From an optimization exercise on the open Yosys and OpenROAD flow, aimed at small area; shortcuts taken in it are not production practice.
In this exercise RTL edits were held to simulation tests only and were not proved equivalent to the original.
The clock port is modelled as an ideal driver, which makes a skipped or thinned clock tree look cheaper than it is; a real chip needs a root buffer or a tree.
Power figures rest on the tool's default switching activity, not on a simulated workload.

==> inputs of run P <==
==> flow/design.v <==
`timescale 1ns / 1ps
module uart(
  input  clk,
  input  reset_n,
  input  rx,
  output enter
);
localparam [7:0] KEY = 8'h0D;
localparam [13:0] R_END  = 14'h1337;
localparam [13:0] R_MASK = 14'h2FEE;
localparam [13:0] R_HALF = 14'h23EB;    
localparam [13:0] R_BIT  = 14'h2129;    
localparam [13:0] R_INV  = 14'h2AAA;
reg [13:0] rtm;
reg [3:0]  rc;
reg        match;
wire [13:0] rval = rtm ^ R_INV;    
wire rev = ((rval ^ R_END) & R_MASK) == 14'd0;
wire [13:0] rstep = {rval[12:0], rval[13] ^ rval[12]} ^ R_INV;
wire [2:0] ksel = rc[2:0] - 3'd1;
always @(posedge clk) begin
  if (~reset_n) begin
    rc <= 4'd15;
  end else if (rc[3:1] == 3'b111) begin
    rc  <= rx ? 4'd15 : 4'd0;
  end else if (rc == 4'd12) begin
    rc <= 4'd14;
  end else if (rc == 4'd13) begin
    rc <= 4'd15;
  end else if (rev) begin
    if (rc == 4'd0) begin
      rc    <= rx ? 4'd10 : 4'd1;
    end else if (rc <= 4'd8) begin
      rc    <= rc + 4'd1;
    end else if (rc == 4'd9) begin
      rc <= rx ? (match ? 4'd12 : 4'd13) : 4'd10;
    end else if (rc == 4'd10) begin
      rc <= 4'd11;
    end else begin
      rc <= 4'd15;
    end
  end
end
always @(posedge clk) begin
  if (rc[3:1] == 3'b111) rtm <= R_HALF ^ R_INV;
  else if (rev) rtm <= R_BIT ^ R_INV;
  else rtm <= rstep;
end
wire chk_ev  = rev & (rc == 4'd0);
wire miss_ev = rev & (rc != 4'd0) & (rc <= 4'd8) & (rx != KEY[ksel]);
always @(posedge clk)
  match <= chk_ev | (match & ~miss_ev);
assign enter = (rc == 4'd14);
endmodule
`timescale 1ns / 1ps
module lab4(
  input  clk,
  input  reset_n,
  input  [3:0] usr_btn,
  output [3:0] usr_led,
  input  uart_rx,
  output uart_tx
);
assign usr_led = usr_btn;
wire enter;
uart uart(
  .clk(clk),
  .reset_n(reset_n),
  .rx(uart_rx),
  .enter(enter)
);
localparam [13:0] T_END  = 14'h05B8;
localparam [13:0] T_MASK = 14'h36FB;
localparam [13:0] T_BIT  = 14'h1475;    
localparam [13:0] T_BIT2 = 14'h351D;    
localparam [13:0] T_INIT = 14'h3571;    
localparam [13:0] T_INV  = 14'h2AAA;
reg [13:0] ttm;
reg [3:0]  slot;
reg [3:0]  bidx;
reg        str;    
wire [13:0] tval = ttm ^ T_INV;    
wire tev = ((tval ^ T_END) & T_MASK) == 14'd0;
wire [13:0] tstep = {tval[12:0], tval[13] ^ tval[12]} ^ T_INV;
always @(posedge clk) begin
  if (~reset_n) begin
    slot <= 4'd14;
    bidx <= 4'd11;
    str  <= 1'b0;
    ttm  <= T_INIT ^ T_INV;
  end else if (slot == 4'd10) begin
    ttm <= T_BIT ^ T_INV;
    if (enter) slot <= 4'd15;
  end else if (tev) begin
    if (slot == 4'd9) begin
      bidx <= {bidx[2:0], ~(bidx[3] ^ bidx[0])};
      if (bidx == 4'd13) begin
        str  <= ~str;
        slot <= str ? 4'd14 : 4'd10;
        ttm  <= T_INIT ^ T_INV;
      end else begin
        slot <= 4'd15;
        ttm  <= T_BIT ^ T_INV;
      end
    end else begin
      slot <= slot + 4'd1;
      ttm  <= ((slot == 4'd8) ? T_BIT2 : T_BIT) ^ T_INV;
    end
  end else begin
    ttm <= tstep;
  end
end
reg [7:0] rom_byte;
always @(*) begin
  case ({str, bidx})
    5'd11: rom_byte = 8'h0D;
    5'd7: rom_byte = 8'h0A;
    5'd14: rom_byte = 8'h50;
    5'd12: rom_byte = 8'h72;
    5'd8: rom_byte = 8'h65;
    5'd0: rom_byte = 8'h73;
    5'd1: rom_byte = 8'h73;
    5'd2: rom_byte = 8'h20;
    5'd5: rom_byte = 8'h45;
    5'd10: rom_byte = 8'h6E;
    5'd4: rom_byte = 8'h74;
    5'd9: rom_byte = 8'h65;
    5'd3: rom_byte = 8'h72;
    5'd6: rom_byte = 8'h3A;
    5'd13: rom_byte = 8'h20;
    5'd27: rom_byte = 8'h48;
    5'd23: rom_byte = 8'h65;
    5'd30: rom_byte = 8'h6C;
    5'd28: rom_byte = 8'h6C;
    5'd24: rom_byte = 8'h6F;
    5'd16: rom_byte = 8'h2C;
    5'd17: rom_byte = 8'h20;
    5'd18: rom_byte = 8'h57;
    5'd21: rom_byte = 8'h6F;
    5'd26: rom_byte = 8'h72;
    5'd20: rom_byte = 8'h6C;
    5'd25: rom_byte = 8'h64;
    5'd19: rom_byte = 8'h21;
    5'd22: rom_byte = 8'h0D;
    5'd29: rom_byte = 8'h0A;
    default: rom_byte = 8'h00;
  endcase
end
assign uart_tx = slot[3] ? ~&slot : rom_byte[slot[2:0]];
endmodule
==> flow/flow/run.sh <==
#!/bin/bash
# Own layout flow: the standard flow (standard.sh), with these changes:
#  - synthesis maps the logic with several area-oriented ABC scripts
#    (abc_*.abc), keeps the smallest result, and skips ORFS's adder
#    extraction; everything else in synthesis, and so the registers, their
#    names and cell types, is synth_recipe.tcl unchanged;
#  - the clock tree is a flat one made by cts.tcl (a few buffers from the
#    clock port, each driving a group of flip-flops) instead of TritonCTS;
#  - port buffers are buf_1 cells, and synthesis puts no buffer between the
#    buttons and the LEDs (the standard flow removes those buffers later).
# Each tool's output stays in orfs/logs/; make's own output goes to flow.log.
set -euo pipefail
W=$(pwd)
export MY_WORK=$W
export MY_ABC_SCRIPTS="$(ls $W/flow/abc_*.abc)"
export MY_CTS_BUF=${MY_CTS_BUF:-sky130_fd_sc_hd__clkbuf_8}
export MY_CTS_N=${MY_CTS_N:-2}
export PRE_CTS_TCL=$W/flow/cts.tcl
bash standard.sh SYNTH_SCRIPT=$W/flow/synth.tcl ADDER_MAP_FILE= SYNTH_INSBUF=0 \
  "BUFFER_PORTS_ARGS=-inputs -outputs -buffer_cell sky130_fd_sc_hd__buf_1" \
  finish > $W/flow.log 2>&1
==> flow/flow/abc_s1.abc <==
strash
&get -n
&fraig -x
&put
scorr
dc2
strash
&get -n
&deepsyn -T 45 -S 1
&nf -p -R 1000
&put
==> flow/flow/abc_s3.abc <==
strash
&get -n
&fraig -x
&put
scorr
dc2
strash
&get -n
&deepsyn -T 45 -S 3
&nf -p -R 1000
&put
==> flow/flow/abc_s6.abc <==
strash
&get -n
&fraig -x
&put
scorr
dc2
strash
&get -n
&deepsyn -T 45 -S 6
&nf -p -R 1000
&put
==> flow/flow/abc_s6d.abc <==
strash
&get -n
&fraig -x
&put
scorr
dc2
strash
&get -n
&deepsyn -T 45 -S 6
&dch -f
&nf -p -R 1000
&put
==> flow/flow/cts.tcl <==
# PRE_CTS_TCL: replaces TritonCTS for this small design with a flat clock
# tree: the clock port drives MY_CTS_N buffers (MY_CTS_BUF), each placed at
# the centre of the flip-flops it drives, the flip-flops cut into groups by
# x position. The rest of ORFS's cts step (placement legalisation, timing
# repair) runs as usual.
proc manual_cts {buf n} {
  set items {}
  foreach p [get_pins -of_objects [get_nets clk]] {
    if {[get_property $p direction] == "input"} {
      set inst [[sta::sta_to_db_pin $p] getInst]
      set loc [$inst getLocation]
      lappend items [list [lindex $loc 0] [lindex $loc 1] $p]
    }
  }
  set items [lsort -integer -index 0 $items]
  set per [expr {int(ceil([llength $items] / double($n)))}]
  for {set g 0} {$g < $n} {incr g} {
    set grp [lrange $items [expr {$g * $per}] [expr {($g + 1) * $per - 1}]]
    if {[llength $grp] == 0} { continue }
    set sx 0
    set sy 0
    set lp {}
    foreach it $grp {
      set sx [expr {$sx + [lindex $it 0]}]
      set sy [expr {$sy + [lindex $it 1]}]
      lappend lp [lindex $it 2]
    }
    set cx [expr {$sx / [llength $grp] / 1000.0}]
    set cy [expr {$sy / [llength $grp] / 1000.0}]
    puts "manual_cts: $buf for [llength $grp] sinks at $cx $cy"
    insert_buffer -buffer_cell $buf -net clk -load_pins $lp -location [list $cx $cy] \
      -buffer_name clkbuf_m$g -net_name clknet_m$g
  }
}
rename clock_tree_synthesis tritoncts_clock_tree_synthesis
proc clock_tree_synthesis {args} {
  manual_cts $::env(MY_CTS_BUF) $::env(MY_CTS_N)
  set_propagated_clock [all_clocks]
}
==> flow/flow/synth.tcl <==
# synth_recipe.tcl with ORFS's abc call replaced: the logic is mapped with
# each of our area-oriented ABC scripts (MY_ABC_SCRIPTS, no delay target) and
# the smallest result is kept. Every other step, and the flatten/rename at
# the end, is synth_recipe.tcl's own, so the registers are the standard ones.
proc abc {args} {
  set i [lsearch -exact $args -script]
  if { $i >= 0 } { set args [lreplace $args $i [expr {$i + 1}]] }
  set j [lsearch -exact $args -D]
  if { $j >= 0 } { set args [lreplace $args $j [expr {$j + 1}]] }
  set libs {}
  for {set n 0} {$n < [llength $args]} {incr n} {
    if { [lindex $args $n] eq "-liberty" } { lappend libs -liberty [lindex $args [expr {$n + 1}]] }
  }
  yosys design -save my_pre_abc
  set best -1
  set k 0
  foreach s $::env(MY_ABC_SCRIPTS) {
    yosys design -load my_pre_abc
    yosys abc {*}$args -script $s
    set f $::env(MY_WORK)/abc_stat_$k.txt
    yosys tee -q -o $f stat {*}$libs
    set fh [open $f r]
    set txt [read $fh]
    close $fh
    regexp {Chip area for module[^:]*:\s*([0-9.]+)} $txt -> area
    puts "abc with [file tail $s]: area $area"
    if { $best < 0 || $area < $best } {
      set best $area
      yosys design -save my_best_abc
    }
    incr k
  }
  puts "abc: kept area $best"
  yosys design -load my_best_abc
}
source $::env(MY_WORK)/synth_recipe.tcl
==> flow/standard.sh <==
#!/bin/bash
# synth_recipe.tcl (not shown) runs the flow's synth.tcl, then flattens the netlist and writes it again
# the make line also repeats each setting of config.mk as NAME=value (left out here)
make -C /OpenROAD-flow-scripts/flow DESIGN_CONFIG=/design/flow/config.mk WORK_HOME=/design/flow/orfs CLKGATE_MAP_FILE= SYNTH_SCRIPT=/design/flow/synth_recipe.tcl "${@:-finish}"
==> flow/config.mk <==
export PLATFORM = sky130hd
export DESIGN_NAME = lab4
export DESIGN_NICKNAME = lab4
export VERILOG_FILES = /design/flow/design.v
export SDC_FILE = /design/flow/constraint.sdc
export NUM_CORES = 4
export LEC_CHECK = 0
export CAP_MARGIN = 20
export CORE_AREA = 2 2 60 60
export DIE_AREA = 0 0 62 62
export GPL_TIMING_DRIVEN = 0
export PLACE_DENSITY = 0.8
export SLEW_MARGIN = 20
==> flow/constraint.sdc <==
create_clock -name core_clock -period 10.0 [get_ports {clk}]
set_input_delay 2.0000 -clock core_clock [delete_from_list [all_inputs] [get_ports {clk}]]
set_output_delay 2.0000 -clock core_clock [all_outputs]
set_load 0.01 [all_outputs]
==> inputs of run M, as changes to run P <==
==> flow/design.v (replaced) <==
`timescale 1ns / 1ps
module uart(
  input  clk,
  input  reset_n,
  input  rx,
  output enter
);
localparam [13:0] R_END  = 14'h3555;
localparam [13:0] R_MASK = 14'h1FFD;
localparam [13:0] R_HALF = 14'h21A2;    
localparam [13:0] R_BIT  = 14'h2426;    
localparam [13:0] R_INV  = 14'h2AAA;
localparam [3:0] R_CHK = 4'd13;
localparam [3:0] R_D0 = 4'd0;
localparam [3:0] R_D1 = 4'd1;
localparam [3:0] R_D2 = 4'd2;
localparam [3:0] R_D3 = 4'd3;
localparam [3:0] R_D4 = 4'd4;
localparam [3:0] R_D5 = 4'd5;
localparam [3:0] R_D6 = 4'd6;
localparam [3:0] R_D7 = 4'd7;
localparam [3:0] R_STOP = 4'd8;
localparam [3:0] R_E1 = 4'd9;
localparam [3:0] R_E2 = 4'd10;
localparam [3:0] R_RCVE = 4'd11;
localparam [3:0] R_RCVO = 4'd12;
localparam [3:0] R_IDLEE = 4'd14;
localparam [3:0] R_IDLE = 4'd15;
reg [13:0] rtm;
reg [3:0]  rc;
reg        match;    
wire [13:0] rval = rtm ^ R_INV;    
wire rev = ((rval ^ R_END) & R_MASK) == 14'd0;
wire [13:0] rstep = {rval[12:0], rval[13] ^ rval[12]} ^ R_INV;
wire idle = (rc == R_IDLE) || (rc == R_IDLEE);
always @(posedge clk) begin
  if (~reset_n) begin
    rc <= R_IDLE;
  end else if (idle) begin
    rc <= rx ? R_IDLE : R_CHK;
  end else if (rc == R_RCVE) begin
    rc <= R_IDLEE;
  end else if (rc == R_RCVO) begin
    rc <= R_IDLE;
  end else if (rev) begin
    case (rc)
      R_CHK:  rc <= rx ? R_E1 : R_D0;
      R_D0:   rc <= R_D1;
      R_D1:   rc <= R_D2;
      R_D2:   rc <= R_D3;
      R_D3:   rc <= R_D4;
      R_D4:   rc <= R_D5;
      R_D5:   rc <= R_D6;
      R_D6:   rc <= R_D7;
      R_D7:   rc <= R_STOP;
      R_STOP: rc <= rx ? (match ? R_RCVE : R_RCVO) : R_E1;
      R_E1: rc <= R_E2;
      default: rc <= R_IDLE;  
    endcase
  end
end
always @(posedge clk) begin
  if (idle) rtm <= R_HALF ^ R_INV;
  else if (rev) rtm <= R_BIT ^ R_INV;
  else rtm <= rstep;
end
reg miss;
always @(*) begin
  case (rc)
    R_D0, R_D2, R_D3: miss = ~rx;
    R_D1, R_D4, R_D5, R_D6, R_D7: miss = rx;
    default: miss = 1'b0;
  endcase
end
always @(posedge clk)
  match <= (rev & (rc == R_CHK)) | (match & ~(rev & miss));
assign enter = (rc == R_IDLEE);
endmodule
`timescale 1ns / 1ps
module lab4(
  input  clk,
  input  reset_n,
  input  [3:0] usr_btn,
  output [3:0] usr_led,
  input  uart_rx,
  output uart_tx
);
assign usr_led = usr_btn;
wire enter;
uart uart(
  .clk(clk),
  .reset_n(reset_n),
  .rx(uart_rx),
  .enter(enter)
);
localparam [13:0] T_END  = 14'h2BAE;
localparam [13:0] T_MASK = 14'h36FB;
localparam [13:0] T_BIT  = 14'h1540;    
localparam [13:0] T_BIT2 = 14'h0550;    
localparam [13:0] T_INIT = 14'h3A51;    
localparam [13:0] T_INV  = 14'h2AAA;
localparam [3:0] S_D0 = 4'd0;
localparam [3:0] S_D1 = 4'd1;
localparam [3:0] S_D2 = 4'd2;
localparam [3:0] S_D3 = 4'd3;
localparam [3:0] S_D4 = 4'd4;
localparam [3:0] S_D5 = 4'd5;
localparam [3:0] S_D6 = 4'd6;
localparam [3:0] S_D7 = 4'd7;
localparam [3:0] S_START = 4'd15;
localparam [3:0] S_STOP1 = 4'd8;
localparam [3:0] S_STOP2 = 4'd9;
localparam [3:0] S_WAIT = 4'd10;
localparam [3:0] S_INIT = 4'd14;
reg [13:0] ttm;
reg [3:0]  slot;
reg [3:0]  bidx;
reg        str;    
wire [13:0] tval = ttm ^ T_INV;    
wire tev = ((tval ^ T_END) & T_MASK) == 14'd0;
wire [13:0] tstep = {tval[12:0], tval[13] ^ tval[12]} ^ T_INV;
always @(posedge clk) begin
  if (~reset_n) begin
    slot <= S_INIT;
    bidx <= 4'd11;
    str  <= 1'b0;
    ttm  <= T_INIT ^ T_INV;
  end else if (slot == S_WAIT) begin
    ttm <= T_BIT ^ T_INV;
    if (enter) slot <= S_START;
  end else if (tev) begin
    ttm <= T_BIT ^ T_INV;
    case (slot)
      S_INIT:  slot <= S_START;
      S_START: slot <= S_D0;
      S_D0:    slot <= S_D1;
      S_D1:    slot <= S_D2;
      S_D2:    slot <= S_D3;
      S_D3:    slot <= S_D4;
      S_D4:    slot <= S_D5;
      S_D5:    slot <= S_D6;
      S_D6:    slot <= S_D7;
      S_D7:    slot <= S_STOP1;
      S_STOP1: begin
        slot <= S_STOP2;
        ttm  <= T_BIT2 ^ T_INV;
      end
      default: begin  
        bidx <= {bidx[2:0], ~(bidx[3] ^ bidx[0])};
        if (bidx == 4'd13) begin
          str  <= ~str;
          slot <= str ? S_INIT : S_WAIT;
          ttm  <= T_INIT ^ T_INV;
        end else begin
          slot <= S_START;
        end
      end
    endcase
  end else begin
    ttm <= tstep;
  end
end
reg [7:0] rom_byte;
always @(*) begin
  case ({str, bidx})
    5'd11: rom_byte = 8'h0D;
    5'd7: rom_byte = 8'h0A;
    5'd14: rom_byte = 8'h50;
    5'd12: rom_byte = 8'h72;
    5'd8: rom_byte = 8'h65;
    5'd0: rom_byte = 8'h73;
    5'd1: rom_byte = 8'h73;
    5'd2: rom_byte = 8'h20;
    5'd5: rom_byte = 8'h45;
    5'd10: rom_byte = 8'h6E;
    5'd4: rom_byte = 8'h74;
    5'd9: rom_byte = 8'h65;
    5'd3: rom_byte = 8'h72;
    5'd6: rom_byte = 8'h3A;
    5'd13: rom_byte = 8'h20;
    5'd27: rom_byte = 8'h48;
    5'd23: rom_byte = 8'h65;
    5'd30: rom_byte = 8'h6C;
    5'd28: rom_byte = 8'h6C;
    5'd24: rom_byte = 8'h6F;
    5'd16: rom_byte = 8'h2C;
    5'd17: rom_byte = 8'h20;
    5'd18: rom_byte = 8'h57;
    5'd21: rom_byte = 8'h6F;
    5'd26: rom_byte = 8'h72;
    5'd20: rom_byte = 8'h6C;
    5'd25: rom_byte = 8'h64;
    5'd19: rom_byte = 8'h21;
    5'd22: rom_byte = 8'h0D;
    5'd29: rom_byte = 8'h0A;
    default: rom_byte = 8'h00;
  endcase
end
reg tx;
always @(*) begin
  case (slot)
    S_D0, S_D1, S_D2, S_D3, S_D4, S_D5, S_D6, S_D7: tx = rom_byte[slot[2:0]];
    S_START: tx = 1'b0;
    default: tx = 1'b1;
  endcase
end
assign uart_tx = tx;
endmodule
==> flow/flow/abc_j1000_s3.abc (new file) <==
strash
&get -n
&fraig -x
&put
scorr
dc2
strash
&get -n
&deepsyn -J 1000 -S 3
&nf -p -R 1000
&put
==> flow/flow/abc_j1000_s4.abc (new file) <==
strash
&get -n
&fraig -x
&put
scorr
dc2
strash
&get -n
&deepsyn -J 1000 -S 4
&nf -p -R 1000
&put
removed: flow/flow/abc_s1.abc
removed: flow/flow/abc_s3.abc
removed: flow/flow/abc_s6.abc
removed: flow/flow/abc_s6d.abc
==> comparison <==
Run M went through all stages and came out clean. Run P went through all stages and came out clean. Of run P and run M, run M has the higher first-iteration DRC count (gap about 25%, measured against run M). In run M the register-to-register slack is higher than in run P, by 0.04 ns. Against run M, the area after synthesis of run P is higher by about 1.3%. Against run P, the sequential power of run M is smaller by about 21%. Die area is the same in run P and run M.
==> figures <==
item	run P	run M
Max stage delay on crit path	0.50 ns	0.59 ns
Post-synthesis average cell area	8.62 µm²	8.64 µm²
Final HPWL DP	2.23 mm	2.03 mm
Inverters	9	4
Switching power total	0.000109 W	0.0000481 W
Final estimated routing congestion in global placement	0.902	0.760
Xor/xnor cell area share of the yosys netlist	3.13%	2.11%
Number of cells on the critical path	10	11
Result of the run	finished clean	finished clean
Routed wirelength normalized by instance count	12.4 µm	11.7 µm
Proportion of netlist area held by the largest area contributor	50.0%	50.7%
Average vias per placed instance	5.78	5.51
No run of this note takes its clock network from TritonCTS; it comes from the design's own scripts or RTL.

[static timing again, ports no longer ideal]
Ports are ideal in the flow. The routed layouts listed here were re-timed in OpenROAD. Step 1 assumes that a clkbuf_16 drives the clock port and a buf_2 every other input. Step 2, shift: input delay + t, output delay - t, t = (earliest + latest rising clock arrival at the registers) / 2. This alone moves slack from input paths to output paths. Slacks: ideal ports / drivers / drivers and shift; pairs: ideal ports / drivers.
run	t, ns	setup slack, ns	hold WS [ns]	worst setup path after step 2	worst slew at a driven data input, ns
run P	0.196	5.815 / 5.785 / 5.959	0.375 / 0.375 / 0.375	input to output	0.06
run M	0.197	5.895 / 5.862 / 5.959	0.376 / 0.376 / 0.376	input to output	0.06
After both steps every run listed still meets setup and hold.
